This is an optimization exercise on Yosys and OpenROAD, whose aim is small area, a short achievable clock period and few clock cycles per item, not a production implementation.
Function was checked by simulation only, so behaviour that the tests miss may differ from the original.
Power is estimated from default activity; no workload was simulated.

[flow/run.sh]
#!/bin/bash
# synth_recipe.tcl (not shown) runs the flow's synth.tcl, then flattens the netlist and writes it again
# the make line also repeats each setting of config.mk as NAME=value (left out here)
make -C /OpenROAD-flow-scripts/flow DESIGN_CONFIG=/design/flow/config.mk WORK_HOME=/design/flow/orfs CLKGATE_MAP_FILE= SYNTH_SCRIPT=/design/flow/synth_recipe.tcl finish
[flow/config.mk]
export PLATFORM = sky130hd
export DESIGN_NAME = fir
export DESIGN_NICKNAME = fir
export VERILOG_FILES = /design/flow/design.v
export SDC_FILE = /design/flow/constraint.sdc
export NUM_CORES = 4
export LEC_CHECK = 0
export CAP_MARGIN = 20
export CORE_MARGIN = 2
export CORE_UTILIZATION = 60
export PLACE_DENSITY = 0.7
export SETUP_SLACK_MARGIN = 4.7
export SLEW_MARGIN = 20
[flow/constraint.sdc]
create_clock -name core_clock -period 8.5 [get_ports {ap_clk}]
set_input_delay 1.7000 -clock core_clock [delete_from_list [all_inputs] [get_ports {ap_clk}]]
set_output_delay 1.7000 -clock core_clock [all_outputs]
set_load 0.01 [all_outputs]
[flow/design.v]
module fir (
    input  wire        ap_clk,
    input  wire        ap_rst,
    input  wire        ap_start,
    output wire        ap_done,
    output wire        ap_idle,
    output wire        ap_ready,
    output wire [31:0] y,
    output wire        y_ap_vld,
    output wire [3:0]  c_address0,
    output wire        c_ce0,
    input  wire [31:0] c_q0,
    input  wire [31:0] x
);
reg  [3:0]  cnt;       
reg  [3:0]  ph;        
reg  [3:0]  nvalid;    
reg         done_q;
reg         clr;       
reg  [31:0] ring [0:9];
reg  [31:0] c_reg;
reg  [15:0] bone, btwo, bneg;
reg  [31:0] acc_s, acc_c;
reg  [31:0] y_q;
wire busy_rd = (cnt <= 4'd10);
wire ld_ring = (cnt >= 4'd1) && (cnt <= 4'd10);
assign ap_idle    = ~ap_start;
assign ap_done    = done_q;
assign ap_ready   = done_q;
assign y_ap_vld   = done_q;
assign y          = y_q;
assign c_ce0      = ap_start & busy_rd;
assign c_address0 = (cnt == 4'd10) ? 4'd0 : ((ph == 4'd9) ? 4'd1 : ph + 4'd2);
always @(posedge ap_clk) begin
    if (ap_rst) begin
        cnt    <= 4'd0;
        done_q <= 1'b0;
        clr    <= 1'b0;
        ph     <= 4'd0;
        nvalid <= 4'd0;
    end else begin
        if (cnt == 4'd0)
            cnt <= {3'd0, ap_start};
        else if (cnt == 4'd14)
            cnt <= 4'd0;
        else
            cnt <= cnt + 4'd1;
        done_q <= (cnt == 4'd13);
        clr    <= (cnt == 4'd1);
        if (done_q) begin
            ph <= (ph >= 4'd8) ? ph - 4'd8 : ph + 4'd2;
            if (nvalid != 4'd10)
                nvalid <= nvalid + 4'd1;
        end else begin
            ph <= (ph == 4'd9) ? 4'd0 : ph + 4'd1;
        end
    end
end
integer r;
always @(posedge ap_clk) begin
    for (r = 0; r < 9; r = r + 1)
        ring[r] <= ring[r + 1];
    ring[9] <= (ld_ring && ph == 4'd9) ? x : ring[0];
end
wire [31:0] dsel = (cnt == 4'd11) ? x : ((ph < nvalid) ? ring[0] : 32'd0);
wire [32:0] dx   = {dsel, 1'b0};
integer g;
always @(posedge ap_clk) begin
    c_reg <= c_q0;
    for (g = 0; g < 16; g = g + 1) begin
        bone[g] <= (dx[2*g+1] ^ dx[2*g]);
        btwo[g] <= ((dx[2*g+2] & ~dx[2*g+1] & ~dx[2*g]) | (~dx[2*g+2] & dx[2*g+1] & dx[2*g]));
        bneg[g] <= dx[2*g+2];
    end
end
wire [31:0] pp0 = ((c_reg[31:0] & {32{bone[0]}}) | ({c_reg[30:0], 1'b0} & {32{btwo[0]}})) ^ {32{bneg[0]}};
wire [29:0] pp1 = ((c_reg[29:0] & {30{bone[1]}}) | ({c_reg[28:0], 1'b0} & {30{btwo[1]}})) ^ {30{bneg[1]}};
wire [27:0] pp2 = ((c_reg[27:0] & {28{bone[2]}}) | ({c_reg[26:0], 1'b0} & {28{btwo[2]}})) ^ {28{bneg[2]}};
wire [25:0] pp3 = ((c_reg[25:0] & {26{bone[3]}}) | ({c_reg[24:0], 1'b0} & {26{btwo[3]}})) ^ {26{bneg[3]}};
wire [23:0] pp4 = ((c_reg[23:0] & {24{bone[4]}}) | ({c_reg[22:0], 1'b0} & {24{btwo[4]}})) ^ {24{bneg[4]}};
wire [21:0] pp5 = ((c_reg[21:0] & {22{bone[5]}}) | ({c_reg[20:0], 1'b0} & {22{btwo[5]}})) ^ {22{bneg[5]}};
wire [19:0] pp6 = ((c_reg[19:0] & {20{bone[6]}}) | ({c_reg[18:0], 1'b0} & {20{btwo[6]}})) ^ {20{bneg[6]}};
wire [17:0] pp7 = ((c_reg[17:0] & {18{bone[7]}}) | ({c_reg[16:0], 1'b0} & {18{btwo[7]}})) ^ {18{bneg[7]}};
wire [15:0] pp8 = ((c_reg[15:0] & {16{bone[8]}}) | ({c_reg[14:0], 1'b0} & {16{btwo[8]}})) ^ {16{bneg[8]}};
wire [13:0] pp9 = ((c_reg[13:0] & {14{bone[9]}}) | ({c_reg[12:0], 1'b0} & {14{btwo[9]}})) ^ {14{bneg[9]}};
wire [11:0] pp10 = ((c_reg[11:0] & {12{bone[10]}}) | ({c_reg[10:0], 1'b0} & {12{btwo[10]}})) ^ {12{bneg[10]}};
wire [9:0] pp11 = ((c_reg[9:0] & {10{bone[11]}}) | ({c_reg[8:0], 1'b0} & {10{btwo[11]}})) ^ {10{bneg[11]}};
wire [7:0] pp12 = ((c_reg[7:0] & {8{bone[12]}}) | ({c_reg[6:0], 1'b0} & {8{btwo[12]}})) ^ {8{bneg[12]}};
wire [5:0] pp13 = ((c_reg[5:0] & {6{bone[13]}}) | ({c_reg[4:0], 1'b0} & {6{btwo[13]}})) ^ {6{bneg[13]}};
wire [3:0] pp14 = ((c_reg[3:0] & {4{bone[14]}}) | ({c_reg[2:0], 1'b0} & {4{btwo[14]}})) ^ {4{bneg[14]}};
wire [1:0] pp15 = ((c_reg[1:0] & {2{bone[15]}}) | ({c_reg[0:0], 1'b0} & {2{btwo[15]}})) ^ {2{bneg[15]}};
wire [31:0] sm = acc_s & {32{~clr}};
wire [31:0] cm = acc_c & {32{~clr}};
wire s_1 = bneg[0] ^ sm[0] ^ cm[0];
wire c_2 = (bneg[0] & sm[0]) | (cm[0] & (bneg[0] ^ sm[0]));
wire s_3 = sm[1] ^ cm[1] ^ pp0[1];
wire c_4 = (sm[1] & cm[1]) | (pp0[1] & (sm[1] ^ cm[1]));
wire s_5 = bneg[1] ^ sm[2] ^ cm[2];
wire c_6 = (bneg[1] & sm[2]) | (cm[2] & (bneg[1] ^ sm[2]));
wire s_7 = pp0[2] ^ pp1[0] ^ s_5;
wire c_8 = (pp0[2] & pp1[0]) | (s_5 & (pp0[2] ^ pp1[0]));
wire s_9 = sm[3] ^ cm[3] ^ pp0[3];
wire c_10 = (sm[3] & cm[3]) | (pp0[3] & (sm[3] ^ cm[3]));
wire s_11 = pp1[1] ^ c_6 ^ s_9;
wire c_12 = (pp1[1] & c_6) | (s_9 & (pp1[1] ^ c_6));
wire s_13 = bneg[2] ^ sm[4] ^ cm[4];
wire c_14 = (bneg[2] & sm[4]) | (cm[4] & (bneg[2] ^ sm[4]));
wire s_15 = pp0[4] ^ pp1[2] ^ pp2[0];
wire c_16 = (pp0[4] & pp1[2]) | (pp2[0] & (pp0[4] ^ pp1[2]));
wire s_17 = s_13 ^ c_10 ^ s_15;
wire c_18 = (s_13 & c_10) | (s_15 & (s_13 ^ c_10));
wire s_19 = sm[5] ^ cm[5] ^ pp0[5];
wire c_20 = (sm[5] & cm[5]) | (pp0[5] & (sm[5] ^ cm[5]));
wire s_21 = pp1[3] ^ pp2[1] ^ c_14;
wire c_22 = (pp1[3] & pp2[1]) | (c_14 & (pp1[3] ^ pp2[1]));
wire s_23 = c_16 ^ s_19 ^ s_21;
wire c_24 = (c_16 & s_19) | (s_21 & (c_16 ^ s_19));
wire s_25 = bneg[3] ^ sm[6] ^ cm[6];
wire c_26 = (bneg[3] & sm[6]) | (cm[6] & (bneg[3] ^ sm[6]));
wire s_27 = pp0[6] ^ pp1[4] ^ pp2[2];
wire c_28 = (pp0[6] & pp1[4]) | (pp2[2] & (pp0[6] ^ pp1[4]));
wire s_29 = pp3[0] ^ s_25 ^ c_20;
wire c_30 = (pp3[0] & s_25) | (c_20 & (pp3[0] ^ s_25));
wire s_31 = c_22 ^ s_27 ^ s_29;
wire c_32 = (c_22 & s_27) | (s_29 & (c_22 ^ s_27));
wire s_33 = sm[7] ^ cm[7] ^ pp0[7];
wire c_34 = (sm[7] & cm[7]) | (pp0[7] & (sm[7] ^ cm[7]));
wire s_35 = pp1[5] ^ pp2[3] ^ pp3[1];
wire c_36 = (pp1[5] & pp2[3]) | (pp3[1] & (pp1[5] ^ pp2[3]));
wire s_37 = c_26 ^ c_28 ^ s_33;
wire c_38 = (c_26 & c_28) | (s_33 & (c_26 ^ c_28));
wire s_39 = s_35 ^ c_30 ^ s_37;
wire c_40 = (s_35 & c_30) | (s_37 & (s_35 ^ c_30));
wire s_41 = bneg[4] ^ sm[8] ^ cm[8];
wire c_42 = (bneg[4] & sm[8]) | (cm[8] & (bneg[4] ^ sm[8]));
wire s_43 = pp0[8] ^ pp1[6] ^ pp2[4];
wire c_44 = (pp0[8] & pp1[6]) | (pp2[4] & (pp0[8] ^ pp1[6]));
wire s_45 = pp3[2] ^ pp4[0] ^ s_41;
wire c_46 = (pp3[2] & pp4[0]) | (s_41 & (pp3[2] ^ pp4[0]));
wire s_47 = c_34 ^ c_36 ^ s_43;
wire c_48 = (c_34 & c_36) | (s_43 & (c_34 ^ c_36));
wire s_49 = s_45 ^ c_38 ^ s_47;
wire c_50 = (s_45 & c_38) | (s_47 & (s_45 ^ c_38));
wire s_51 = sm[9] ^ cm[9] ^ pp0[9];
wire c_52 = (sm[9] & cm[9]) | (pp0[9] & (sm[9] ^ cm[9]));
wire s_53 = pp1[7] ^ pp2[5] ^ pp3[3];
wire c_54 = (pp1[7] & pp2[5]) | (pp3[3] & (pp1[7] ^ pp2[5]));
wire s_55 = pp4[1] ^ c_42 ^ c_44;
wire c_56 = (pp4[1] & c_42) | (c_44 & (pp4[1] ^ c_42));
wire s_57 = s_51 ^ s_53 ^ c_46;
wire c_58 = (s_51 & s_53) | (c_46 & (s_51 ^ s_53));
wire s_59 = c_48 ^ s_55 ^ s_57;
wire c_60 = (c_48 & s_55) | (s_57 & (c_48 ^ s_55));
wire s_61 = bneg[5] ^ sm[10] ^ cm[10];
wire c_62 = (bneg[5] & sm[10]) | (cm[10] & (bneg[5] ^ sm[10]));
wire s_63 = pp0[10] ^ pp1[8] ^ pp2[6];
wire c_64 = (pp0[10] & pp1[8]) | (pp2[6] & (pp0[10] ^ pp1[8]));
wire s_65 = pp3[4] ^ pp4[2] ^ pp5[0];
wire c_66 = (pp3[4] & pp4[2]) | (pp5[0] & (pp3[4] ^ pp4[2]));
wire s_67 = s_61 ^ c_52 ^ c_54;
wire c_68 = (s_61 & c_52) | (c_54 & (s_61 ^ c_52));
wire s_69 = s_63 ^ s_65 ^ c_56;
wire c_70 = (s_63 & s_65) | (c_56 & (s_63 ^ s_65));
wire s_71 = s_67 ^ c_58 ^ s_69;
wire c_72 = (s_67 & c_58) | (s_69 & (s_67 ^ c_58));
wire s_73 = sm[11] ^ cm[11] ^ pp0[11];
wire c_74 = (sm[11] & cm[11]) | (pp0[11] & (sm[11] ^ cm[11]));
wire s_75 = pp1[9] ^ pp2[7] ^ pp3[5];
wire c_76 = (pp1[9] & pp2[7]) | (pp3[5] & (pp1[9] ^ pp2[7]));
wire s_77 = pp4[3] ^ pp5[1] ^ c_62;
wire c_78 = (pp4[3] & pp5[1]) | (c_62 & (pp4[3] ^ pp5[1]));
wire s_79 = c_64 ^ c_66 ^ s_73;
wire c_80 = (c_64 & c_66) | (s_73 & (c_64 ^ c_66));
wire s_81 = s_75 ^ s_77 ^ c_68;
wire c_82 = (s_75 & s_77) | (c_68 & (s_75 ^ s_77));
wire s_83 = s_79 ^ c_70 ^ s_81;
wire c_84 = (s_79 & c_70) | (s_81 & (s_79 ^ c_70));
wire s_85 = bneg[6] ^ sm[12] ^ cm[12];
wire c_86 = (bneg[6] & sm[12]) | (cm[12] & (bneg[6] ^ sm[12]));
wire s_87 = pp0[12] ^ pp1[10] ^ pp2[8];
wire c_88 = (pp0[12] & pp1[10]) | (pp2[8] & (pp0[12] ^ pp1[10]));
wire s_89 = pp3[6] ^ pp4[4] ^ pp5[2];
wire c_90 = (pp3[6] & pp4[4]) | (pp5[2] & (pp3[6] ^ pp4[4]));
wire s_91 = pp6[0] ^ s_85 ^ c_74;
wire c_92 = (pp6[0] & s_85) | (c_74 & (pp6[0] ^ s_85));
wire s_93 = c_76 ^ c_78 ^ s_87;
wire c_94 = (c_76 & c_78) | (s_87 & (c_76 ^ c_78));
wire s_95 = s_89 ^ c_80 ^ s_91;
wire c_96 = (s_89 & c_80) | (s_91 & (s_89 ^ c_80));
wire s_97 = s_93 ^ c_82 ^ s_95;
wire c_98 = (s_93 & c_82) | (s_95 & (s_93 ^ c_82));
wire s_99 = sm[13] ^ cm[13] ^ pp0[13];
wire c_100 = (sm[13] & cm[13]) | (pp0[13] & (sm[13] ^ cm[13]));
wire s_101 = pp1[11] ^ pp2[9] ^ pp3[7];
wire c_102 = (pp1[11] & pp2[9]) | (pp3[7] & (pp1[11] ^ pp2[9]));
wire s_103 = pp4[5] ^ pp5[3] ^ pp6[1];
wire c_104 = (pp4[5] & pp5[3]) | (pp6[1] & (pp4[5] ^ pp5[3]));
wire s_105 = c_86 ^ c_88 ^ c_90;
wire c_106 = (c_86 & c_88) | (c_90 & (c_86 ^ c_88));
wire s_107 = s_99 ^ s_101 ^ s_103;
wire c_108 = (s_99 & s_101) | (s_103 & (s_99 ^ s_101));
wire s_109 = c_92 ^ c_94 ^ s_105;
wire c_110 = (c_92 & c_94) | (s_105 & (c_92 ^ c_94));
wire s_111 = s_107 ^ c_96 ^ s_109;
wire c_112 = (s_107 & c_96) | (s_109 & (s_107 ^ c_96));
wire s_113 = bneg[7] ^ sm[14] ^ cm[14];
wire c_114 = (bneg[7] & sm[14]) | (cm[14] & (bneg[7] ^ sm[14]));
wire s_115 = pp0[14] ^ pp1[12] ^ pp2[10];
wire c_116 = (pp0[14] & pp1[12]) | (pp2[10] & (pp0[14] ^ pp1[12]));
wire s_117 = pp3[8] ^ pp4[6] ^ pp5[4];
wire c_118 = (pp3[8] & pp4[6]) | (pp5[4] & (pp3[8] ^ pp4[6]));
wire s_119 = pp6[2] ^ pp7[0] ^ s_113;
wire c_120 = (pp6[2] & pp7[0]) | (s_113 & (pp6[2] ^ pp7[0]));
wire s_121 = c_100 ^ c_102 ^ c_104;
wire c_122 = (c_100 & c_102) | (c_104 & (c_100 ^ c_102));
wire s_123 = s_115 ^ s_117 ^ s_119;
wire c_124 = (s_115 & s_117) | (s_119 & (s_115 ^ s_117));
wire s_125 = c_106 ^ c_108 ^ s_121;
wire c_126 = (c_106 & c_108) | (s_121 & (c_106 ^ c_108));
wire s_127 = s_123 ^ c_110 ^ s_125;
wire c_128 = (s_123 & c_110) | (s_125 & (s_123 ^ c_110));
wire s_129 = sm[15] ^ cm[15] ^ pp0[15];
wire c_130 = (sm[15] & cm[15]) | (pp0[15] & (sm[15] ^ cm[15]));
wire s_131 = pp1[13] ^ pp2[11] ^ pp3[9];
wire c_132 = (pp1[13] & pp2[11]) | (pp3[9] & (pp1[13] ^ pp2[11]));
wire s_133 = pp4[7] ^ pp5[5] ^ pp6[3];
wire c_134 = (pp4[7] & pp5[5]) | (pp6[3] & (pp4[7] ^ pp5[5]));
wire s_135 = pp7[1] ^ c_114 ^ c_116;
wire c_136 = (pp7[1] & c_114) | (c_116 & (pp7[1] ^ c_114));
wire s_137 = c_118 ^ s_129 ^ s_131;
wire c_138 = (c_118 & s_129) | (s_131 & (c_118 ^ s_129));
wire s_139 = s_133 ^ c_120 ^ c_122;
wire c_140 = (s_133 & c_120) | (c_122 & (s_133 ^ c_120));
wire s_141 = s_135 ^ s_137 ^ c_124;
wire c_142 = (s_135 & s_137) | (c_124 & (s_135 ^ s_137));
wire s_143 = s_139 ^ c_126 ^ s_141;
wire c_144 = (s_139 & c_126) | (s_141 & (s_139 ^ c_126));
wire s_145 = bneg[8] ^ sm[16] ^ cm[16];
wire c_146 = (bneg[8] & sm[16]) | (cm[16] & (bneg[8] ^ sm[16]));
wire s_147 = pp0[16] ^ pp1[14] ^ pp2[12];
wire c_148 = (pp0[16] & pp1[14]) | (pp2[12] & (pp0[16] ^ pp1[14]));
wire s_149 = pp3[10] ^ pp4[8] ^ pp5[6];
wire c_150 = (pp3[10] & pp4[8]) | (pp5[6] & (pp3[10] ^ pp4[8]));
wire s_151 = pp6[4] ^ pp7[2] ^ pp8[0];
wire c_152 = (pp6[4] & pp7[2]) | (pp8[0] & (pp6[4] ^ pp7[2]));
wire s_153 = s_145 ^ c_130 ^ c_132;
wire c_154 = (s_145 & c_130) | (c_132 & (s_145 ^ c_130));
wire s_155 = c_134 ^ s_147 ^ s_149;
wire c_156 = (c_134 & s_147) | (s_149 & (c_134 ^ s_147));
wire s_157 = s_151 ^ c_136 ^ c_138;
wire c_158 = (s_151 & c_136) | (c_138 & (s_151 ^ c_136));
wire s_159 = s_153 ^ s_155 ^ c_140;
wire c_160 = (s_153 & s_155) | (c_140 & (s_153 ^ s_155));
wire s_161 = s_157 ^ c_142 ^ s_159;
wire c_162 = (s_157 & c_142) | (s_159 & (s_157 ^ c_142));
wire s_163 = sm[17] ^ cm[17] ^ pp0[17];
wire c_164 = (sm[17] & cm[17]) | (pp0[17] & (sm[17] ^ cm[17]));
wire s_165 = pp1[15] ^ pp2[13] ^ pp3[11];
wire c_166 = (pp1[15] & pp2[13]) | (pp3[11] & (pp1[15] ^ pp2[13]));
wire s_167 = pp4[9] ^ pp5[7] ^ pp6[5];
wire c_168 = (pp4[9] & pp5[7]) | (pp6[5] & (pp4[9] ^ pp5[7]));
wire s_169 = pp7[3] ^ pp8[1] ^ c_146;
wire c_170 = (pp7[3] & pp8[1]) | (c_146 & (pp7[3] ^ pp8[1]));
wire s_171 = c_148 ^ c_150 ^ c_152;
wire c_172 = (c_148 & c_150) | (c_152 & (c_148 ^ c_150));
wire s_173 = s_163 ^ s_165 ^ s_167;
wire c_174 = (s_163 & s_165) | (s_167 & (s_163 ^ s_165));
wire s_175 = s_169 ^ c_154 ^ c_156;
wire c_176 = (s_169 & c_154) | (c_156 & (s_169 ^ c_154));
wire s_177 = s_171 ^ s_173 ^ c_158;
wire c_178 = (s_171 & s_173) | (c_158 & (s_171 ^ s_173));
wire s_179 = s_175 ^ c_160 ^ s_177;
wire c_180 = (s_175 & c_160) | (s_177 & (s_175 ^ c_160));
wire s_181 = bneg[9] ^ sm[18] ^ cm[18];
wire c_182 = (bneg[9] & sm[18]) | (cm[18] & (bneg[9] ^ sm[18]));
wire s_183 = pp0[18] ^ pp1[16] ^ pp2[14];
wire c_184 = (pp0[18] & pp1[16]) | (pp2[14] & (pp0[18] ^ pp1[16]));
wire s_185 = pp3[12] ^ pp4[10] ^ pp5[8];
wire c_186 = (pp3[12] & pp4[10]) | (pp5[8] & (pp3[12] ^ pp4[10]));
wire s_187 = pp6[6] ^ pp7[4] ^ pp8[2];
wire c_188 = (pp6[6] & pp7[4]) | (pp8[2] & (pp6[6] ^ pp7[4]));
wire s_189 = pp9[0] ^ s_181 ^ c_164;
wire c_190 = (pp9[0] & s_181) | (c_164 & (pp9[0] ^ s_181));
wire s_191 = c_166 ^ c_168 ^ c_170;
wire c_192 = (c_166 & c_168) | (c_170 & (c_166 ^ c_168));
wire s_193 = s_183 ^ s_185 ^ s_187;
wire c_194 = (s_183 & s_185) | (s_187 & (s_183 ^ s_185));
wire s_195 = c_172 ^ c_174 ^ s_189;
wire c_196 = (c_172 & c_174) | (s_189 & (c_172 ^ c_174));
wire s_197 = s_191 ^ s_193 ^ c_176;
wire c_198 = (s_191 & s_193) | (c_176 & (s_191 ^ s_193));
wire s_199 = s_195 ^ c_178 ^ s_197;
wire c_200 = (s_195 & c_178) | (s_197 & (s_195 ^ c_178));
wire s_201 = sm[19] ^ cm[19] ^ pp0[19];
wire c_202 = (sm[19] & cm[19]) | (pp0[19] & (sm[19] ^ cm[19]));
wire s_203 = pp1[17] ^ pp2[15] ^ pp3[13];
wire c_204 = (pp1[17] & pp2[15]) | (pp3[13] & (pp1[17] ^ pp2[15]));
wire s_205 = pp4[11] ^ pp5[9] ^ pp6[7];
wire c_206 = (pp4[11] & pp5[9]) | (pp6[7] & (pp4[11] ^ pp5[9]));
wire s_207 = pp7[5] ^ pp8[3] ^ pp9[1];
wire c_208 = (pp7[5] & pp8[3]) | (pp9[1] & (pp7[5] ^ pp8[3]));
wire s_209 = c_182 ^ c_184 ^ c_186;
wire c_210 = (c_182 & c_184) | (c_186 & (c_182 ^ c_184));
wire s_211 = c_188 ^ s_201 ^ s_203;
wire c_212 = (c_188 & s_201) | (s_203 & (c_188 ^ s_201));
wire s_213 = s_205 ^ s_207 ^ c_190;
wire c_214 = (s_205 & s_207) | (c_190 & (s_205 ^ s_207));
wire s_215 = c_192 ^ c_194 ^ s_209;
wire c_216 = (c_192 & c_194) | (s_209 & (c_192 ^ c_194));
wire s_217 = s_211 ^ s_213 ^ c_196;
wire c_218 = (s_211 & s_213) | (c_196 & (s_211 ^ s_213));
wire s_219 = s_215 ^ c_198 ^ s_217;
wire c_220 = (s_215 & c_198) | (s_217 & (s_215 ^ c_198));
wire s_221 = bneg[10] ^ sm[20] ^ cm[20];
wire c_222 = (bneg[10] & sm[20]) | (cm[20] & (bneg[10] ^ sm[20]));
wire s_223 = pp0[20] ^ pp1[18] ^ pp2[16];
wire c_224 = (pp0[20] & pp1[18]) | (pp2[16] & (pp0[20] ^ pp1[18]));
wire s_225 = pp3[14] ^ pp4[12] ^ pp5[10];
wire c_226 = (pp3[14] & pp4[12]) | (pp5[10] & (pp3[14] ^ pp4[12]));
wire s_227 = pp6[8] ^ pp7[6] ^ pp8[4];
wire c_228 = (pp6[8] & pp7[6]) | (pp8[4] & (pp6[8] ^ pp7[6]));
wire s_229 = pp9[2] ^ pp10[0] ^ s_221;
wire c_230 = (pp9[2] & pp10[0]) | (s_221 & (pp9[2] ^ pp10[0]));
wire s_231 = c_202 ^ c_204 ^ c_206;
wire c_232 = (c_202 & c_204) | (c_206 & (c_202 ^ c_204));
wire s_233 = c_208 ^ s_223 ^ s_225;
wire c_234 = (c_208 & s_223) | (s_225 & (c_208 ^ s_223));
wire s_235 = s_227 ^ s_229 ^ c_210;
wire c_236 = (s_227 & s_229) | (c_210 & (s_227 ^ s_229));
wire s_237 = c_212 ^ s_231 ^ s_233;
wire c_238 = (c_212 & s_231) | (s_233 & (c_212 ^ s_231));
wire s_239 = c_214 ^ s_235 ^ c_216;
wire c_240 = (c_214 & s_235) | (c_216 & (c_214 ^ s_235));
wire s_241 = s_237 ^ c_218 ^ s_239;
wire c_242 = (s_237 & c_218) | (s_239 & (s_237 ^ c_218));
wire s_243 = sm[21] ^ cm[21] ^ pp0[21];
wire c_244 = (sm[21] & cm[21]) | (pp0[21] & (sm[21] ^ cm[21]));
wire s_245 = pp1[19] ^ pp2[17] ^ pp3[15];
wire c_246 = (pp1[19] & pp2[17]) | (pp3[15] & (pp1[19] ^ pp2[17]));
wire s_247 = pp4[13] ^ pp5[11] ^ pp6[9];
wire c_248 = (pp4[13] & pp5[11]) | (pp6[9] & (pp4[13] ^ pp5[11]));
wire s_249 = pp7[7] ^ pp8[5] ^ pp9[3];
wire c_250 = (pp7[7] & pp8[5]) | (pp9[3] & (pp7[7] ^ pp8[5]));
wire s_251 = pp10[1] ^ c_222 ^ c_224;
wire c_252 = (pp10[1] & c_222) | (c_224 & (pp10[1] ^ c_222));
wire s_253 = c_226 ^ c_228 ^ s_243;
wire c_254 = (c_226 & c_228) | (s_243 & (c_226 ^ c_228));
wire s_255 = s_245 ^ s_247 ^ s_249;
wire c_256 = (s_245 & s_247) | (s_249 & (s_245 ^ s_247));
wire s_257 = c_230 ^ c_232 ^ c_234;
wire c_258 = (c_230 & c_232) | (c_234 & (c_230 ^ c_232));
wire s_259 = s_251 ^ s_253 ^ s_255;
wire c_260 = (s_251 & s_253) | (s_255 & (s_251 ^ s_253));
wire s_261 = c_236 ^ s_257 ^ c_238;
wire c_262 = (c_236 & s_257) | (c_238 & (c_236 ^ s_257));
wire s_263 = s_259 ^ c_240 ^ s_261;
wire c_264 = (s_259 & c_240) | (s_261 & (s_259 ^ c_240));
wire s_265 = bneg[11] ^ sm[22] ^ cm[22];
wire c_266 = (bneg[11] & sm[22]) | (cm[22] & (bneg[11] ^ sm[22]));
wire s_267 = pp0[22] ^ pp1[20] ^ pp2[18];
wire c_268 = (pp0[22] & pp1[20]) | (pp2[18] & (pp0[22] ^ pp1[20]));
wire s_269 = pp3[16] ^ pp4[14] ^ pp5[12];
wire c_270 = (pp3[16] & pp4[14]) | (pp5[12] & (pp3[16] ^ pp4[14]));
wire s_271 = pp6[10] ^ pp7[8] ^ pp8[6];
wire c_272 = (pp6[10] & pp7[8]) | (pp8[6] & (pp6[10] ^ pp7[8]));
wire s_273 = pp9[4] ^ pp10[2] ^ pp11[0];
wire c_274 = (pp9[4] & pp10[2]) | (pp11[0] & (pp9[4] ^ pp10[2]));
wire s_275 = s_265 ^ c_244 ^ c_246;
wire c_276 = (s_265 & c_244) | (c_246 & (s_265 ^ c_244));
wire s_277 = c_248 ^ c_250 ^ s_267;
wire c_278 = (c_248 & c_250) | (s_267 & (c_248 ^ c_250));
wire s_279 = s_269 ^ s_271 ^ s_273;
wire c_280 = (s_269 & s_271) | (s_273 & (s_269 ^ s_271));
wire s_281 = c_252 ^ c_254 ^ c_256;
wire c_282 = (c_252 & c_254) | (c_256 & (c_252 ^ c_254));
wire s_283 = s_275 ^ s_277 ^ s_279;
wire c_284 = (s_275 & s_277) | (s_279 & (s_275 ^ s_277));
wire s_285 = c_258 ^ s_281 ^ c_260;
wire c_286 = (c_258 & s_281) | (c_260 & (c_258 ^ s_281));
wire s_287 = s_283 ^ c_262 ^ s_285;
wire c_288 = (s_283 & c_262) | (s_285 & (s_283 ^ c_262));
wire s_289 = sm[23] ^ cm[23] ^ pp0[23];
wire c_290 = (sm[23] & cm[23]) | (pp0[23] & (sm[23] ^ cm[23]));
wire s_291 = pp1[21] ^ pp2[19] ^ pp3[17];
wire c_292 = (pp1[21] & pp2[19]) | (pp3[17] & (pp1[21] ^ pp2[19]));
wire s_293 = pp4[15] ^ pp5[13] ^ pp6[11];
wire c_294 = (pp4[15] & pp5[13]) | (pp6[11] & (pp4[15] ^ pp5[13]));
wire s_295 = pp7[9] ^ pp8[7] ^ pp9[5];
wire c_296 = (pp7[9] & pp8[7]) | (pp9[5] & (pp7[9] ^ pp8[7]));
wire s_297 = pp10[3] ^ pp11[1] ^ c_266;
wire c_298 = (pp10[3] & pp11[1]) | (c_266 & (pp10[3] ^ pp11[1]));
wire s_299 = c_268 ^ c_270 ^ c_272;
wire c_300 = (c_268 & c_270) | (c_272 & (c_268 ^ c_270));
wire s_301 = c_274 ^ s_289 ^ s_291;
wire c_302 = (c_274 & s_289) | (s_291 & (c_274 ^ s_289));
wire s_303 = s_293 ^ s_295 ^ s_297;
wire c_304 = (s_293 & s_295) | (s_297 & (s_293 ^ s_295));
wire s_305 = c_276 ^ c_278 ^ c_280;
wire c_306 = (c_276 & c_278) | (c_280 & (c_276 ^ c_278));
wire s_307 = s_299 ^ s_301 ^ s_303;
wire c_308 = (s_299 & s_301) | (s_303 & (s_299 ^ s_301));
wire s_309 = c_282 ^ s_305 ^ c_284;
wire c_310 = (c_282 & s_305) | (c_284 & (c_282 ^ s_305));
wire s_311 = s_307 ^ c_286 ^ s_309;
wire c_312 = (s_307 & c_286) | (s_309 & (s_307 ^ c_286));
wire s_313 = bneg[12] ^ sm[24] ^ cm[24];
wire c_314 = (bneg[12] & sm[24]) | (cm[24] & (bneg[12] ^ sm[24]));
wire s_315 = pp0[24] ^ pp1[22] ^ pp2[20];
wire c_316 = (pp0[24] & pp1[22]) | (pp2[20] & (pp0[24] ^ pp1[22]));
wire s_317 = pp3[18] ^ pp4[16] ^ pp5[14];
wire c_318 = (pp3[18] & pp4[16]) | (pp5[14] & (pp3[18] ^ pp4[16]));
wire s_319 = pp6[12] ^ pp7[10] ^ pp8[8];
wire c_320 = (pp6[12] & pp7[10]) | (pp8[8] & (pp6[12] ^ pp7[10]));
wire s_321 = pp9[6] ^ pp10[4] ^ pp11[2];
wire c_322 = (pp9[6] & pp10[4]) | (pp11[2] & (pp9[6] ^ pp10[4]));
wire s_323 = pp12[0] ^ s_313 ^ c_290;
wire c_324 = (pp12[0] & s_313) | (c_290 & (pp12[0] ^ s_313));
wire s_325 = c_292 ^ c_294 ^ c_296;
wire c_326 = (c_292 & c_294) | (c_296 & (c_292 ^ c_294));
wire s_327 = c_298 ^ s_315 ^ s_317;
wire c_328 = (c_298 & s_315) | (s_317 & (c_298 ^ s_315));
wire s_329 = s_319 ^ s_321 ^ c_300;
wire c_330 = (s_319 & s_321) | (c_300 & (s_319 ^ s_321));
wire s_331 = c_302 ^ s_323 ^ s_325;
wire c_332 = (c_302 & s_323) | (s_325 & (c_302 ^ s_323));
wire s_333 = c_304 ^ s_327 ^ c_306;
wire c_334 = (c_304 & s_327) | (c_306 & (c_304 ^ s_327));
wire s_335 = s_329 ^ s_331 ^ c_308;
wire c_336 = (s_329 & s_331) | (c_308 & (s_329 ^ s_331));
wire s_337 = s_333 ^ c_310 ^ s_335;
wire c_338 = (s_333 & c_310) | (s_335 & (s_333 ^ c_310));
wire s_339 = sm[25] ^ cm[25] ^ pp0[25];
wire c_340 = (sm[25] & cm[25]) | (pp0[25] & (sm[25] ^ cm[25]));
wire s_341 = pp1[23] ^ pp2[21] ^ pp3[19];
wire c_342 = (pp1[23] & pp2[21]) | (pp3[19] & (pp1[23] ^ pp2[21]));
wire s_343 = pp4[17] ^ pp5[15] ^ pp6[13];
wire c_344 = (pp4[17] & pp5[15]) | (pp6[13] & (pp4[17] ^ pp5[15]));
wire s_345 = pp7[11] ^ pp8[9] ^ pp9[7];
wire c_346 = (pp7[11] & pp8[9]) | (pp9[7] & (pp7[11] ^ pp8[9]));
wire s_347 = pp10[5] ^ pp11[3] ^ pp12[1];
wire c_348 = (pp10[5] & pp11[3]) | (pp12[1] & (pp10[5] ^ pp11[3]));
wire s_349 = c_314 ^ c_316 ^ c_318;
wire c_350 = (c_314 & c_316) | (c_318 & (c_314 ^ c_316));
wire s_351 = c_320 ^ c_322 ^ s_339;
wire c_352 = (c_320 & c_322) | (s_339 & (c_320 ^ c_322));
wire s_353 = s_341 ^ s_343 ^ s_345;
wire c_354 = (s_341 & s_343) | (s_345 & (s_341 ^ s_343));
wire s_355 = s_347 ^ c_324 ^ c_326;
wire c_356 = (s_347 & c_324) | (c_326 & (s_347 ^ c_324));
wire s_357 = c_328 ^ s_349 ^ s_351;
wire c_358 = (c_328 & s_349) | (s_351 & (c_328 ^ s_349));
wire s_359 = s_353 ^ c_330 ^ s_355;
wire c_360 = (s_353 & c_330) | (s_355 & (s_353 ^ c_330));
wire s_361 = c_332 ^ s_357 ^ c_334;
wire c_362 = (c_332 & s_357) | (c_334 & (c_332 ^ s_357));
wire s_363 = s_359 ^ c_336 ^ s_361;
wire c_364 = (s_359 & c_336) | (s_361 & (s_359 ^ c_336));
wire s_365 = bneg[13] ^ sm[26] ^ cm[26];
wire c_366 = (bneg[13] & sm[26]) | (cm[26] & (bneg[13] ^ sm[26]));
wire s_367 = pp0[26] ^ pp1[24] ^ pp2[22];
wire c_368 = (pp0[26] & pp1[24]) | (pp2[22] & (pp0[26] ^ pp1[24]));
wire s_369 = pp3[20] ^ pp4[18] ^ pp5[16];
wire c_370 = (pp3[20] & pp4[18]) | (pp5[16] & (pp3[20] ^ pp4[18]));
wire s_371 = pp6[14] ^ pp7[12] ^ pp8[10];
wire c_372 = (pp6[14] & pp7[12]) | (pp8[10] & (pp6[14] ^ pp7[12]));
wire s_373 = pp9[8] ^ pp10[6] ^ pp11[4];
wire c_374 = (pp9[8] & pp10[6]) | (pp11[4] & (pp9[8] ^ pp10[6]));
wire s_375 = pp12[2] ^ pp13[0] ^ s_365;
wire c_376 = (pp12[2] & pp13[0]) | (s_365 & (pp12[2] ^ pp13[0]));
wire s_377 = c_340 ^ c_342 ^ c_344;
wire c_378 = (c_340 & c_342) | (c_344 & (c_340 ^ c_342));
wire s_379 = c_346 ^ c_348 ^ s_367;
wire c_380 = (c_346 & c_348) | (s_367 & (c_346 ^ c_348));
wire s_381 = s_369 ^ s_371 ^ s_373;
wire c_382 = (s_369 & s_371) | (s_373 & (s_369 ^ s_371));
wire s_383 = s_375 ^ c_350 ^ c_352;
wire c_384 = (s_375 & c_350) | (c_352 & (s_375 ^ c_350));
wire s_385 = c_354 ^ s_377 ^ s_379;
wire c_386 = (c_354 & s_377) | (s_379 & (c_354 ^ s_377));
wire s_387 = s_381 ^ c_356 ^ s_383;
wire c_388 = (s_381 & c_356) | (s_383 & (s_381 ^ c_356));
wire s_389 = c_358 ^ s_385 ^ c_360;
wire c_390 = (c_358 & s_385) | (c_360 & (c_358 ^ s_385));
wire s_391 = s_387 ^ c_362 ^ s_389;
wire c_392 = (s_387 & c_362) | (s_389 & (s_387 ^ c_362));
wire s_393 = sm[27] ^ cm[27] ^ pp0[27];
wire c_394 = (sm[27] & cm[27]) | (pp0[27] & (sm[27] ^ cm[27]));
wire s_395 = pp1[25] ^ pp2[23] ^ pp3[21];
wire c_396 = (pp1[25] & pp2[23]) | (pp3[21] & (pp1[25] ^ pp2[23]));
wire s_397 = pp4[19] ^ pp5[17] ^ pp6[15];
wire c_398 = (pp4[19] & pp5[17]) | (pp6[15] & (pp4[19] ^ pp5[17]));
wire s_399 = pp7[13] ^ pp8[11] ^ pp9[9];
wire c_400 = (pp7[13] & pp8[11]) | (pp9[9] & (pp7[13] ^ pp8[11]));
wire s_401 = pp10[7] ^ pp11[5] ^ pp12[3];
wire c_402 = (pp10[7] & pp11[5]) | (pp12[3] & (pp10[7] ^ pp11[5]));
wire s_403 = pp13[1] ^ c_366 ^ c_368;
wire c_404 = (pp13[1] & c_366) | (c_368 & (pp13[1] ^ c_366));
wire s_405 = c_370 ^ c_372 ^ c_374;
wire c_406 = (c_370 & c_372) | (c_374 & (c_370 ^ c_372));
wire s_407 = s_393 ^ s_395 ^ s_397;
wire c_408 = (s_393 & s_395) | (s_397 & (s_393 ^ s_395));
wire s_409 = s_399 ^ s_401 ^ c_376;
wire c_410 = (s_399 & s_401) | (c_376 & (s_399 ^ s_401));
wire s_411 = c_378 ^ c_380 ^ c_382;
wire c_412 = (c_378 & c_380) | (c_382 & (c_378 ^ c_380));
wire s_413 = s_403 ^ s_405 ^ s_407;
wire c_414 = (s_403 & s_405) | (s_407 & (s_403 ^ s_405));
wire s_415 = s_409 ^ c_384 ^ s_411;
wire c_416 = (s_409 & c_384) | (s_411 & (s_409 ^ c_384));
wire s_417 = c_386 ^ s_413 ^ c_388;
wire c_418 = (c_386 & s_413) | (c_388 & (c_386 ^ s_413));
wire s_419 = s_415 ^ c_390 ^ s_417;
wire c_420 = (s_415 & c_390) | (s_417 & (s_415 ^ c_390));
wire s_421 = bneg[14] ^ sm[28] ^ cm[28];
wire c_422 = (bneg[14] & sm[28]) | (cm[28] & (bneg[14] ^ sm[28]));
wire s_423 = pp0[28] ^ pp1[26] ^ pp2[24];
wire c_424 = (pp0[28] & pp1[26]) | (pp2[24] & (pp0[28] ^ pp1[26]));
wire s_425 = pp3[22] ^ pp4[20] ^ pp5[18];
wire c_426 = (pp3[22] & pp4[20]) | (pp5[18] & (pp3[22] ^ pp4[20]));
wire s_427 = pp6[16] ^ pp7[14] ^ pp8[12];
wire c_428 = (pp6[16] & pp7[14]) | (pp8[12] & (pp6[16] ^ pp7[14]));
wire s_429 = pp9[10] ^ pp10[8] ^ pp11[6];
wire c_430 = (pp9[10] & pp10[8]) | (pp11[6] & (pp9[10] ^ pp10[8]));
wire s_431 = pp12[4] ^ pp13[2] ^ pp14[0];
wire c_432 = (pp12[4] & pp13[2]) | (pp14[0] & (pp12[4] ^ pp13[2]));
wire s_433 = s_421 ^ c_394 ^ c_396;
wire c_434 = (s_421 & c_394) | (c_396 & (s_421 ^ c_394));
wire s_435 = c_398 ^ c_400 ^ c_402;
wire c_436 = (c_398 & c_400) | (c_402 & (c_398 ^ c_400));
wire s_437 = s_423 ^ s_425 ^ s_427;
wire c_438 = (s_423 & s_425) | (s_427 & (s_423 ^ s_425));
wire s_439 = s_429 ^ s_431 ^ c_404;
wire c_440 = (s_429 & s_431) | (c_404 & (s_429 ^ s_431));
wire s_441 = c_406 ^ c_408 ^ s_433;
wire c_442 = (c_406 & c_408) | (s_433 & (c_406 ^ c_408));
wire s_443 = s_435 ^ c_410 ^ s_437;
wire c_444 = (s_435 & c_410) | (s_437 & (s_435 ^ c_410));
wire s_445 = c_412 ^ s_439 ^ c_414;
wire c_446 = (c_412 & s_439) | (c_414 & (c_412 ^ s_439));
wire s_447 = s_441 ^ s_443 ^ c_416;
wire c_448 = (s_441 & s_443) | (c_416 & (s_441 ^ s_443));
wire s_449 = s_445 ^ c_418 ^ s_447;
wire c_450 = (s_445 & c_418) | (s_447 & (s_445 ^ c_418));
wire s_451 = sm[29] ^ cm[29] ^ pp0[29];
wire c_452 = (sm[29] & cm[29]) | (pp0[29] & (sm[29] ^ cm[29]));
wire s_453 = pp1[27] ^ pp2[25] ^ pp3[23];
wire c_454 = (pp1[27] & pp2[25]) | (pp3[23] & (pp1[27] ^ pp2[25]));
wire s_455 = pp4[21] ^ pp5[19] ^ pp6[17];
wire c_456 = (pp4[21] & pp5[19]) | (pp6[17] & (pp4[21] ^ pp5[19]));
wire s_457 = pp7[15] ^ pp8[13] ^ pp9[11];
wire c_458 = (pp7[15] & pp8[13]) | (pp9[11] & (pp7[15] ^ pp8[13]));
wire s_459 = pp10[9] ^ pp11[7] ^ pp12[5];
wire c_460 = (pp10[9] & pp11[7]) | (pp12[5] & (pp10[9] ^ pp11[7]));
wire s_461 = pp13[3] ^ pp14[1] ^ c_422;
wire c_462 = (pp13[3] & pp14[1]) | (c_422 & (pp13[3] ^ pp14[1]));
wire s_463 = c_424 ^ c_426 ^ c_428;
wire c_464 = (c_424 & c_426) | (c_428 & (c_424 ^ c_426));
wire s_465 = c_430 ^ c_432 ^ s_451;
wire c_466 = (c_430 & c_432) | (s_451 & (c_430 ^ c_432));
wire s_467 = s_453 ^ s_455 ^ s_457;
wire c_468 = (s_453 & s_455) | (s_457 & (s_453 ^ s_455));
wire s_469 = s_459 ^ s_461 ^ c_434;
wire c_470 = (s_459 & s_461) | (c_434 & (s_459 ^ s_461));
wire s_471 = c_436 ^ c_438 ^ s_463;
wire c_472 = (c_436 & c_438) | (s_463 & (c_436 ^ c_438));
wire s_473 = s_465 ^ s_467 ^ c_440;
wire c_474 = (s_465 & s_467) | (c_440 & (s_465 ^ s_467));
wire s_475 = s_469 ^ c_442 ^ c_444;
wire c_476 = (s_469 & c_442) | (c_444 & (s_469 ^ c_442));
wire s_477 = s_471 ^ s_473 ^ c_446;
wire c_478 = (s_471 & s_473) | (c_446 & (s_471 ^ s_473));
wire s_479 = s_475 ^ c_448 ^ s_477;
wire c_480 = (s_475 & c_448) | (s_477 & (s_475 ^ c_448));
wire s_481 = bneg[15] ^ sm[30] ^ cm[30];
wire c_482 = (bneg[15] & sm[30]) | (cm[30] & (bneg[15] ^ sm[30]));
wire s_483 = pp0[30] ^ pp1[28] ^ pp2[26];
wire c_484 = (pp0[30] & pp1[28]) | (pp2[26] & (pp0[30] ^ pp1[28]));
wire s_485 = pp3[24] ^ pp4[22] ^ pp5[20];
wire c_486 = (pp3[24] & pp4[22]) | (pp5[20] & (pp3[24] ^ pp4[22]));
wire s_487 = pp6[18] ^ pp7[16] ^ pp8[14];
wire c_488 = (pp6[18] & pp7[16]) | (pp8[14] & (pp6[18] ^ pp7[16]));
wire s_489 = pp9[12] ^ pp10[10] ^ pp11[8];
wire c_490 = (pp9[12] & pp10[10]) | (pp11[8] & (pp9[12] ^ pp10[10]));
wire s_491 = pp12[6] ^ pp13[4] ^ pp14[2];
wire c_492 = (pp12[6] & pp13[4]) | (pp14[2] & (pp12[6] ^ pp13[4]));
wire s_493 = pp15[0] ^ s_481 ^ c_452;
wire c_494 = (pp15[0] & s_481) | (c_452 & (pp15[0] ^ s_481));
wire s_495 = c_454 ^ c_456 ^ c_458;
wire c_496 = (c_454 & c_456) | (c_458 & (c_454 ^ c_456));
wire s_497 = c_460 ^ c_462 ^ s_483;
wire c_498 = (c_460 & c_462) | (s_483 & (c_460 ^ c_462));
wire s_499 = s_485 ^ s_487 ^ s_489;
wire c_500 = (s_485 & s_487) | (s_489 & (s_485 ^ s_487));
wire s_501 = s_491 ^ c_464 ^ c_466;
wire c_502 = (s_491 & c_464) | (c_466 & (s_491 ^ c_464));
wire s_503 = c_468 ^ s_493 ^ s_495;
wire c_504 = (c_468 & s_493) | (s_495 & (c_468 ^ s_493));
wire s_505 = s_497 ^ s_499 ^ c_470;
wire c_506 = (s_497 & s_499) | (c_470 & (s_497 ^ s_499));
wire s_507 = c_472 ^ s_501 ^ s_503;
wire c_508 = (c_472 & s_501) | (s_503 & (c_472 ^ s_501));
wire s_509 = c_474 ^ s_505 ^ c_476;
wire c_510 = (c_474 & s_505) | (c_476 & (c_474 ^ s_505));
wire s_511 = s_507 ^ c_478 ^ s_509;
wire c_512 = (s_507 & c_478) | (s_509 & (s_507 ^ c_478));
wire s_513 = sm[31] ^ cm[31];
wire s_514 = s_513 ^ pp0[31];
wire s_515 = pp1[29] ^ pp2[27];
wire s_516 = pp3[25] ^ pp4[23];
wire s_517 = pp5[21] ^ pp6[19];
wire s_518 = pp7[17] ^ pp8[15];
wire s_519 = pp9[13] ^ pp10[11];
wire s_520 = pp11[9] ^ pp12[7];
wire s_521 = pp13[5] ^ pp14[3];
wire s_522 = pp15[1] ^ c_482;
wire s_523 = s_514 ^ s_515;
wire s_524 = s_516 ^ s_517;
wire s_525 = s_518 ^ s_519;
wire s_526 = s_520 ^ s_521;
wire s_527 = s_522 ^ s_523;
wire s_528 = s_524 ^ s_525;
wire s_529 = s_526 ^ c_484;
wire s_530 = c_486 ^ c_488;
wire s_531 = c_490 ^ c_492;
wire s_532 = s_527 ^ s_528;
wire s_533 = s_529 ^ s_530;
wire s_534 = s_531 ^ s_532;
wire s_535 = s_533 ^ c_494;
wire s_536 = c_496 ^ c_498;
wire s_537 = c_500 ^ s_534;
wire s_538 = s_535 ^ s_536;
wire s_539 = s_537 ^ s_538;
wire s_540 = c_502 ^ c_504;
wire s_541 = s_539 ^ s_540;
wire s_542 = c_506 ^ s_541;
wire s_543 = c_508 ^ s_542;
wire s_544 = s_543 ^ c_510;
wire [31:0] nxt_s = {s_544, c_480, c_450, c_420, c_392, c_364, c_338, c_312, c_288, c_264, c_242, c_220, c_200, c_180, c_162, c_144, c_128, c_112, c_98, c_84, c_72, c_60, c_50, c_40, c_32, c_24, c_18, c_12, c_8, c_4, c_2, pp0[0]};
wire [31:0] nxt_c = {c_512, s_511, s_479, s_449, s_419, s_391, s_363, s_337, s_311, s_287, s_263, s_241, s_219, s_199, s_179, s_161, s_143, s_127, s_111, s_97, s_83, s_71, s_59, s_49, s_39, s_31, s_23, s_17, s_11, s_7, s_3, s_1};
always @(posedge ap_clk) begin
    acc_s <= nxt_s;
    acc_c <= nxt_c;
    y_q   <= acc_s + acc_c;
end
endmodule
==> run notes <==
==> synthesized netlist by cell type, types with 24 or more instances <==
cell / number / area (µm²)
nand2_1: 59 / 221
fa_1: 257 / 5140
ha_1: 42 / 526
inv_1: 203 / 762
xor2_1: 180 / 1580
mux2_2: 32 / 360
clkbuf_1: 92 / 345
nand2b_1: 46 / 288
nand3_1: 24 / 120
buf_1: 39 / 146
a21oi_1: 32 / 160
a22oi_1: 259 / 1940
xnor2_1: 170 / 1490
nor2_1: 36 / 135
dfxtp_1: 510 / 10200
==> layer usage <==
| layer | track usage (%) | share of wire [%] |
|---|---|---|
| met3 | 5.90 | 7.9 |
| met2 | 48.3 | 47 |
| met5 | 0 | 0 |
| met4 | 15.6 | 6.2 |
| met1 | 38.1 | 39 |
==> worst max-delay path, stage by stage (launching register included) <==
cell       delay [ps]
dfxtp_4           370
bufbuf_16         280
a22oi_2           200
xor2_2            110
fa_2              450
fa_2              400
fa_2              340
fa_2              350
fa_2              410
xnor2_2           140
xnor2_1           180
xnor2_1           160
xnor2_1           150
xnor2_1           160
xnor2_1            90
==> per-stage QoR <==
stage / std cells / area, µm² / total power, mW / hold WS, ps / worst slack (ps)
after global routing: 2843 / 30000 / 6.08 / 326 / 4490
final: 2846 / 30000 / 5.84 / 315 / 4590
after CTS: 2833 / 29400 / 5.85 / 313 / 4580
after global placement: 2715 / 26500 / 3.49 / 310 / 3900
after detailed placement: 2715 / 26500 / 3.52 / 312 / 3910
after floorplan: 2192 / 25300 / 3.19 / 310 / 4690
==> power by group through the flow <==
stage                     logic [mW]  clock network, mW  registers (mW)
after global placement         0.807                  0            2.68
after detailed placement       0.835                  0            2.69
after CTS                      0.873               2.34            2.64
final                          0.893               2.31            2.64
after floorplan                0.504                  0            2.69
after global routing           0.983               2.44            2.65
==> final cells by class <==
| type | count | area (µm²) |
|---|---|---|
| multi-input combinational | 1307 | 13900 |
| fill | 2787 | 11000 |
| sequential | 510 | 10400 |
| timing repair buffer | 180 | 2450 |
| clock buffer | 59 | 1320 |
| inverter | 223 | 851 |
| tap | 532 | 666 |
| clock inverter | 31 | 424 |
| antenna | 4 | 10.0 |
==> logic make-up after synthesis <==
| family | Yosys count |
|---|---|
| flip-flops | 510 |
| buffers and inverters | 375 |
| XOR/XNOR | 350 |
| adder cells (fa/ha/maj) | 299 |
| multiplexers | 33 |
| AND/OR/NAND/NOR | 214 |
| AO/OA/AOI/OAI | 411 |
==> path summary, 6_finish.rpt <==
| kind | startpoint | slack (ps) | end |
|---|---|---|---|
| hold reg to reg | ring[1][3] | 320 | ring[0][3] |
| setup reg to reg | btwo[0] | 4590 | acc_s[31] |
| setup / recovery | btwo[0] | 4590 | acc_s[31] |
| hold / removal | ring[1][3] | 320 | ring[0][3] |
==> timing repair <==
item,in CTS,in global routing
gates cloned,14,6
endpoints found under the setup margin,38,29
pin swaps,66,69
resized for setup,224,101
setup buffers,14,3
hold endpoints to repair,0,0
==> reports/results.ini <==
[run_status]
status = timing/DRC/antenna clean

[sta]
finalSetupViolCount = 0
max_freq_ghz = 0.256
drv_slew = 0
fin_crit_sh_pct = 46.0
setup_tns_ps = 0
fin_skew_ps = 52.8
rsz0062_at_grt = yes
post-route-min-period_ps = 3910
finalHoldViolCount = 0
worstMarginPinSlew_ps = 639
slew-limit-headroom_pct = 57.4

[clocking]
cts_hold_buffers = 0
cts_tree = done
cts-root-buf = clkbuf_16
htreeDepth = 2
cts_sinks = 510
clockBufferDepth = 3
clkTransAtPathRegs_ps = 70
clk_latency_ps = 610
cts-buffers-inserted = 48

[final_layout]
finish.utilization_pct = 73.2
largest_reg_flops = 320
drive_gt1_share_pct = 19.7
fin_nets = 2636
layout_commonest_cell = dfxtp_1
layout_common_cells = 459 x dfxtp_1, 210 x a22oi_1, 197 x fa_1
area_growth_syn_to_layout_pct = 20.2
regMostFlops = ring

[route]
drt_pass1_iterations = 6
post_drt_wl_per_cell_um = 23.0
vias = 16600
drc_errors = 0
drtIter0Drc = 1650
ant_nets = 0
drt-total-wl_um = 65400
vias_per_cell = 5.82

[synth]
synthMuxAreaShare_pct = 1.48
ys_seq_elements = 510
synth_ff_type = dfxtp_1
synth_compound_area_share_pct = 12.4
synth_edf_count = 0
yosysUniqueCellTypes = 61
async_flop_share_pct = 0
synth_top_family_by_area = adder cells
synth_fa_ha_area_share_pct = 22.7
ys_seq_area_share_pct = 40.9
synth-simple-area-share_pct = 4.34
syn_inst = 2192
yosysWarningCount = 2
avgSynthCellArea_um2 = 11.4
synth_xor_area_share_pct = 12.3
syn_area_mm2 = 0.0249
synth_fp_nets = 2558

[power_and_ir_drop]
power_switching_mw = 1.53
power_density_mw_per_mm2 = 195
swShare_pct = 26.2
share_comb_of_total_power_pct = 15.3
pwr-share-seq_pct = 45.1
p_int_mw = 4.31
leakage_nw = 11.4
p_clk_share_pct = 39.6
peakVddDrop_v = 0.000213

[min_path]
holdPathStages = 0
hp-class = reg2reg

[grt]
grt_pass1_vias = 17700
track_usage_pct = 29.8
grt_pass1_wl_um = 99800
antenna_found_initial = 3
overflow = 0
grt_max_degree = 42

[die]
die-area_mm2 = 0.0432
io_pins = 108
core_area_mm2 = 0.0409
fp-row-count = 74
die_h_um = 208
initial_core_util_pct = 61.0
fp.dieW_um = 208

[placed_design]
numPortBuffers = 107
dpl.hpwl_um = 41900
gp_congestion = 0.882

[setup_path]
rr_worst_depth = 14
cp.required_ps = 8980
cp_max_fo = 6
start_kind = flip-flop
arrival_ps = 4400
crit_path_end_kind = flip-flop
worstSetupPathType = reg2reg

[run]
cap_violations = 0

Testbench counts, summed over its fixed seeds: cycles 24,000, items 1,600.

==> separate check: timing with driven ports <==
The flow's constraints put no driver on any port. The routed layout listed below was extracted and timed again, unchanged, in two steps.
Step 1: set_driving_cell puts a clkbuf_16 on ap_clk and a buf_2 on each other input, an assumption about the parent block.
Step 2 also shifts input and output timing later by t, the mid clock arrival at the registers, as if the neighbouring blocks saw the same clock.
Slacks: no drivers / after step 1 / after step 2; pairs: no drivers / after step 1.
t (ns): 0.637
setup slack, ns: 4.587 / 4.587 / 4.587
slew at the worst register clock pin (ns): 0.07 / 0.07
worst data-port slew with drivers (ns): 0.09
pins driven straight from the clock port: 1
After both steps this run still meets setup and hold. The setup slack of this run moves by 0.000 ns with the drivers and by 0.000 ns with both steps.
